From an optimization exercise on the open Yosys and OpenROAD flow, aimed at small area, a short achievable clock period and few clock cycles; shortcuts taken in it are not production practice. RTL that was checked went through simulation tests only; none was proved equivalent to the original.

==> v28 <==
==> flow/design.v (excerpt) <==
module matrix_vector_mul_fp #(
    parameter int M = 2,
    parameter int N = 4
)(
    input  logic              clk,
    input  logic              rst,
    input  logic              start,
    input  logic [M*N*32-1:0] matrix,
    input  logic [N*32-1:0]   vector,
    output logic [M*32-1:0]   result,
    output logic              done
);
Settings: LEC_CHECK=0, CAP_MARGIN=20, CORE_MARGIN=2, CORE_UTILIZATION=40, SLEW_MARGIN=20, SYNTH_HIERARCHICAL=1; clock period 30.0 ns.
standard.sh (not shown) runs the stock make flow with config.mk's settings and CLKGATE_MAP_FILE= SYNTH_SCRIPT=/design/flow/synth_recipe.tcl, a recipe that flattens the netlist after the stock synthesis.
==> flow/flow/run.sh <==
#!/bin/bash
# The standard layout, with the buffers of synthesis removed at floorplan
# (the resizer buffers the nets again, with placement known), timing repair
# aiming for 16 ns of setup slack, and buf_4 cells as the port buffers.
# make's output goes to standard.log, each step's tool output to the ORFS
# logs under orfs/logs.
bash standard.sh REMOVE_ABC_BUFFERS=1 SETUP_SLACK_MARGIN=16 BUFFER_PORTS_ARGS="-buffer_cell sky130_fd_sc_hd__buf_4" finish > standard.log 2>&1
==> v20: changes against v28 <==
==> flow/run.sh (new file) <==
#!/bin/bash
# synth_recipe.tcl (not shown) runs the flow's synth.tcl, then flattens the netlist and writes it again
# the make line also repeats each setting of config.mk as NAME=value (left out here)
make -C /OpenROAD-flow-scripts/flow DESIGN_CONFIG=/design/flow/config.mk WORK_HOME=/design/flow/orfs CLKGATE_MAP_FILE= SYNTH_SCRIPT=/design/flow/synth_recipe.tcl finish
removed: flow/flow/run.sh
removed: flow/standard.sh
==> notes <==
In v28 the sequential share of layout area is lower than in v20, by 0.28 points.
Of v28 and v20, v20 has the higher hold slack (gap 340 ps).
Routed wire length: v28 is larger than v20 (8.7%).
Via count: v20 is lower than v28 (about 6%).
v28 finished with timing, DRC and antenna clean. v20 completed without violations.
Synthesized area is the same in v20 and v28.
Testbench counts of v28, summed over its fixed seeds: cycles 32,000.
Testbench counts of v20, summed over its fixed seeds: cycles 32,000.

---

==> run M: inputs <==
matrix_vector_mul_fp, a different RTL version from the one above (not shown whole).
==> module fp_add_exp_ser, before the edit <==
module fp_add_exp_ser (
    input  logic [7:0] ba, input logic ca, input logic [7:0] bb, input logic cb,
    output logic gt, output logic eq, output logic [4:0] d, output logic dz, output logic [7:0] emax);
    logic [7:0] ea, eb; logic [8:0] dab, dba;
    assign ea = ba + {7'd0, ca};
    assign eb = bb + {7'd0, cb};
    assign dab = {1'b0, ea} - {1'b0, eb};
    assign dba = {1'b0, eb} - {1'b0, ea};
    assign gt = dba[8];
    assign eq = (ea == eb);
    assign d  = dba[8] ? dab[4:0] : dba[4:0];
    assign dz = dba[8] ? (dab[7:0] >= 8'd24) : (dba[7:0] >= 8'd24);
    assign emax = dba[8] ? ea : eb;
endmodule
==> module fp_shift_fill, before the edit <==
module fp_shift_fill (
    input  logic [23:0] m,
    input  logic        f,
    input  logic [4:0]  d,
    input  logic        dz,
    output logic [23:0] y
);
    logic [47:0] x;
    assign x = {{24{f}}, m} >> d;
    assign y = dz ? {24{f}} : x[23:0];
endmodule
clock: 30.0 ns
lec_check: 0
cap_margin: 20
core_margin: 2
core_utilization: 40
slew_margin: 20
synth_hierarchical: 1
==> flow/flow/run.sh <==
#!/bin/bash
# The standard layout with two changes to synthesis and to timing repair:
# synthesis runs flow/synth.tcl (the standard flow's script, with ABC mapping by
# flow/abc_map.script, which does no buffering or sizing), and timing repair
# aims for 15.25 ns of setup slack, with buf_2 cells as the port buffers.
# make's output goes to synth.log and layout.log, each step's tool output
# to the ORFS logs under orfs/logs.
set -e
export FLOW_ABC_SCRIPT=$PWD/flow/abc_map.script
bash standard.sh SYNTH_SCRIPT=$PWD/flow/synth.tcl synth > synth.log 2>&1
bash standard.sh SETUP_SLACK_MARGIN=15.25 BUFFER_PORTS_ARGS="-buffer_cell sky130_fd_sc_hd__buf_2" finish > layout.log 2>&1
==> flow/flow/abc_map.script <==
&get -n
&st
&dch
&nf
&st
&syn2
&if -g -K 6
&synch2
&nf
&st
&syn2
&if -g -K 6
&synch2
&nf
&st
&syn2
&if -g -K 6
&synch2
&nf
&st
&syn2
&if -g -K 6
&synch2
&nf
&st
&syn2
&if -g -K 6
&synch2
&nf
&put
topo
stime -c
==> flow/flow/synth.tcl <==
# The standard flow's synthesis script (synth_recipe.tcl) with one change: ABC maps with
# flow/abc_map.script, which leaves out the buffering and sizing steps of
# the standard ABC script (the resizer does those after placement).
proc synth {args} { yosys synth -nofsm -noshare {*}$args }
proc abc {args} {
  set i [lsearch -exact $args -script]
  if { $i >= 0 } {
    lset args [expr {$i + 1}] $::env(FLOW_ABC_SCRIPT)
  }
  yosys abc {*}$args
}
source $::env(SCRIPTS_DIR)/synth.tcl
# left out here: clear keep_hierarchy, flatten, clean up, hide names made inside functions, write 1_2_yosys.v
==> run K: changes against run M <==
--- a/flow/design.v
+++ b/flow/design.v
@@ -904,18 +904,4 @@
     assign y = s[1] ? (s[0] ? v3 : v2) : (s[0] ? v1 : v0);
 endmodule
-module fp_add_exp_ser (
-    input  logic [7:0] ba, input logic ca, input logic [7:0] bb, input logic cb,
-    output logic gt, output logic eq, output logic [4:0] d, output logic dz, output logic [7:0] emax);
-    logic [7:0] ea, eb; logic [8:0] dab, dba;
-    assign ea = ba + {7'd0, ca};
-    assign eb = bb + {7'd0, cb};
-    assign dab = {1'b0, ea} - {1'b0, eb};
-    assign dba = {1'b0, eb} - {1'b0, ea};
-    assign gt = dba[8];
-    assign eq = (ea == eb);
-    assign d  = dba[8] ? dab[4:0] : dba[4:0];
-    assign dz = dba[8] ? (dab[7:0] >= 8'd24) : (dba[7:0] >= 8'd24);
-    assign emax = dba[8] ? ea : eb;
-endmodule
 module fp_norm (
     input  logic [7:0]  e,
@@ -1009,15 +995,4 @@
     end
 endmodule
-module fp_shift_fill (
-    input  logic [23:0] m,
-    input  logic        f,
-    input  logic [4:0]  d,
-    input  logic        dz,
-    output logic [23:0] y
-);
-    logic [47:0] x;
-    assign x = {{24{f}}, m} >> d;
-    assign y = dz ? {24{f}} : x[23:0];
-endmodule
 module fp_shift_fine (
     input  logic [23:0] m,
==> flow/flow/run.sh (replaced) <==
#!/bin/bash
# The standard layout with two changes to synthesis and to timing repair:
# synthesis runs flow/synth.tcl (the standard flow's script, with ABC mapping by
# flow/abc_map.script, which does no buffering or sizing), and timing repair
# aims for 15.35 ns of setup slack, with buf_2 cells as the port buffers.
# make's output goes to synth.log and layout.log, each step's tool output
# to the ORFS logs under orfs/logs.
set -e
export FLOW_ABC_SCRIPT=$PWD/flow/abc_map.script
bash standard.sh SYNTH_SCRIPT=$PWD/flow/synth.tcl synth > synth.log 2>&1
bash standard.sh SETUP_SLACK_MARGIN=15.35 BUFFER_PORTS_ARGS="-buffer_cell sky130_fd_sc_hd__buf_2" finish > layout.log 2>&1
--- a/flow/config.mk
+++ b/flow/config.mk
@@ -8,5 +8,5 @@
 export CAP_MARGIN = 20
 export CORE_MARGIN = 2
-export CORE_UTILIZATION = 40
+export CORE_UTILIZATION = 50
 export SLEW_MARGIN = 20
 export SYNTH_HIERARCHICAL = 1
==> run A: changes against run M <==
--- a/flow/design.v
+++ b/flow/design.v
@@ -904,18 +904,4 @@
     assign y = s[1] ? (s[0] ? v3 : v2) : (s[0] ? v1 : v0);
 endmodule
-module fp_add_exp_ser (
-    input  logic [7:0] ba, input logic ca, input logic [7:0] bb, input logic cb,
-    output logic gt, output logic eq, output logic [4:0] d, output logic dz, output logic [7:0] emax);
-    logic [7:0] ea, eb; logic [8:0] dab, dba;
-    assign ea = ba + {7'd0, ca};
-    assign eb = bb + {7'd0, cb};
-    assign dab = {1'b0, ea} - {1'b0, eb};
-    assign dba = {1'b0, eb} - {1'b0, ea};
-    assign gt = dba[8];
-    assign eq = (ea == eb);
-    assign d  = dba[8] ? dab[4:0] : dba[4:0];
-    assign dz = dba[8] ? (dab[7:0] >= 8'd24) : (dba[7:0] >= 8'd24);
-    assign emax = dba[8] ? ea : eb;
-endmodule
 module fp_norm (
     input  logic [7:0]  e,
@@ -1009,15 +995,4 @@
     end
 endmodule
-module fp_shift_fill (
-    input  logic [23:0] m,
-    input  logic        f,
-    input  logic [4:0]  d,
-    input  logic        dz,
-    output logic [23:0] y
-);
-    logic [47:0] x;
-    assign x = {{24{f}}, m} >> d;
-    assign y = dz ? {24{f}} : x[23:0];
-endmodule
 module fp_shift_fine (
     input  logic [23:0] m,
--- a/flow/config.mk
+++ b/flow/config.mk
@@ -8,5 +8,6 @@
 export CAP_MARGIN = 20
 export CORE_MARGIN = 2
-export CORE_UTILIZATION = 40
+export CORE_UTILIZATION = 50
+export PLACE_DENSITY = 0.7
 export SLEW_MARGIN = 20
 export SYNTH_HIERARCHICAL = 1
==> comparison <==
- Flip-flop and latch count is the same in run K and run A.
- Global-route usage, highest first: run K, run A, run M.
- Synthesized area is the same in run K and run A.
- In synthesized cell count, run M and run K do not differ.
- Fmax: run A < run M < run K.
- Between run K and run M, the lower critical path depth is in run K (gap 2).
- Setup slack: run A < run M < run K.
==> figures <==
Status: run K complete, no violations; run M complete, no violations; run A complete, no violations
Placed cell areas: run K 166,000 sq um; run M 167,000 sq um; run A 166,000 sq um
Arrival time reported for the critical path endpoint: run K 14.92 ns; run M 15.06 ns; run A 15.12 ns
Met2 Routed Length: run K 265 mm; run M 264 mm; run A 252 mm
Area occupied by registers: run K 4750 sq um; run M 4750 sq um; run A 4750 sq um
Global-route met3 utilization: run K 7.44%; run M 5.70%; run A 8.64%
Worst-case setup margin in the final layout: run K 15.54 ns; run M 15.44 ns; run A 15.39 ns
Period utilisation layout: run K 48.2%; run M 48.5%; run A 48.7%
Number of tapcells: run K 4,325; run M 5,428; run A 4,325
Clock buf count: run K 35; run M 37; run A 33
Filler cell count: run K 29.7k; run M 39.5k; run A 29.4k
Drt total wl: run K 607 mm; run M 591 mm; run A 573 mm
CTS-repair resized insts: run K 392; run M 344; run A 302
Global routing met2 resource utilization: run K 53.8%; run M 43.6%; run A 51.4%
Largest stage delay, worst path: run K 0.61 ns; run M 0.76 ns; run A 0.58 ns
Cell row count: run K 209; run M 234; run A 209
Number of combinational gates with multiple inputs: run K 14.8k; run M 14.8k; run A 14.8k
Required arrival time at the worst endpoint: run K 30.46 ns; run M 30.50 ns; run A 30.50 ns
Testbench counts of run K, summed over its fixed seeds: cycles 32,000.
Testbench counts of run A, summed over its fixed seeds: cycles 32,000.
The RTL of run M was laid out without a check of its function.

[re-timing with driven ports]
How much do the figures lean on ideal ports? The routed layouts below were timed once more, with nothing changed but the port constraints.
Step 1 sets driving cells, clkbuf_16 on the clock port and buf_2 on the other inputs (assumed; they add their load-dependent delay and slew).
Step 2 moves the port delays by t, midway between the first and last clock arrival at a register: inputs arrive t later, outputs are due t later. That takes back most of the time a late clock gives input paths.
Three values: ideal ports, drivers, drivers and shift; two values: the first two.
| run | t (ns) | setup slack, ns | latest minus earliest clock arrival (ns) | slew at the worst register clock pin (ns) |
|---|---|---|---|---|
| v28 | 0.732 | 14.469 / 14.362 / 14.066 | 0.077 / 0.077 | 0.09 / 0.09 |
| v20 | 0.698 | 10.224 / 10.129 / 10.826 | 0.035 / 0.035 | 0.09 / 0.09 |
| run M | 0.706 | 15.436 / 15.464 / 14.758 | 0.040 / 0.041 | 0.07 / 0.07 |
| run K | 0.665 | 15.541 / 15.358 / 14.693 | 0.046 / 0.046 | 0.07 / 0.07 |
| run A | 0.700 | 15.386 / 15.379 / 14.680 | 0.044 / 0.045 | 0.08 / 0.08 |
After both steps setup and hold are still met in every run listed. For run K, which loses most, drivers alone change the setup slack by -0.183 ns; drivers and shift together by -0.848 ns.
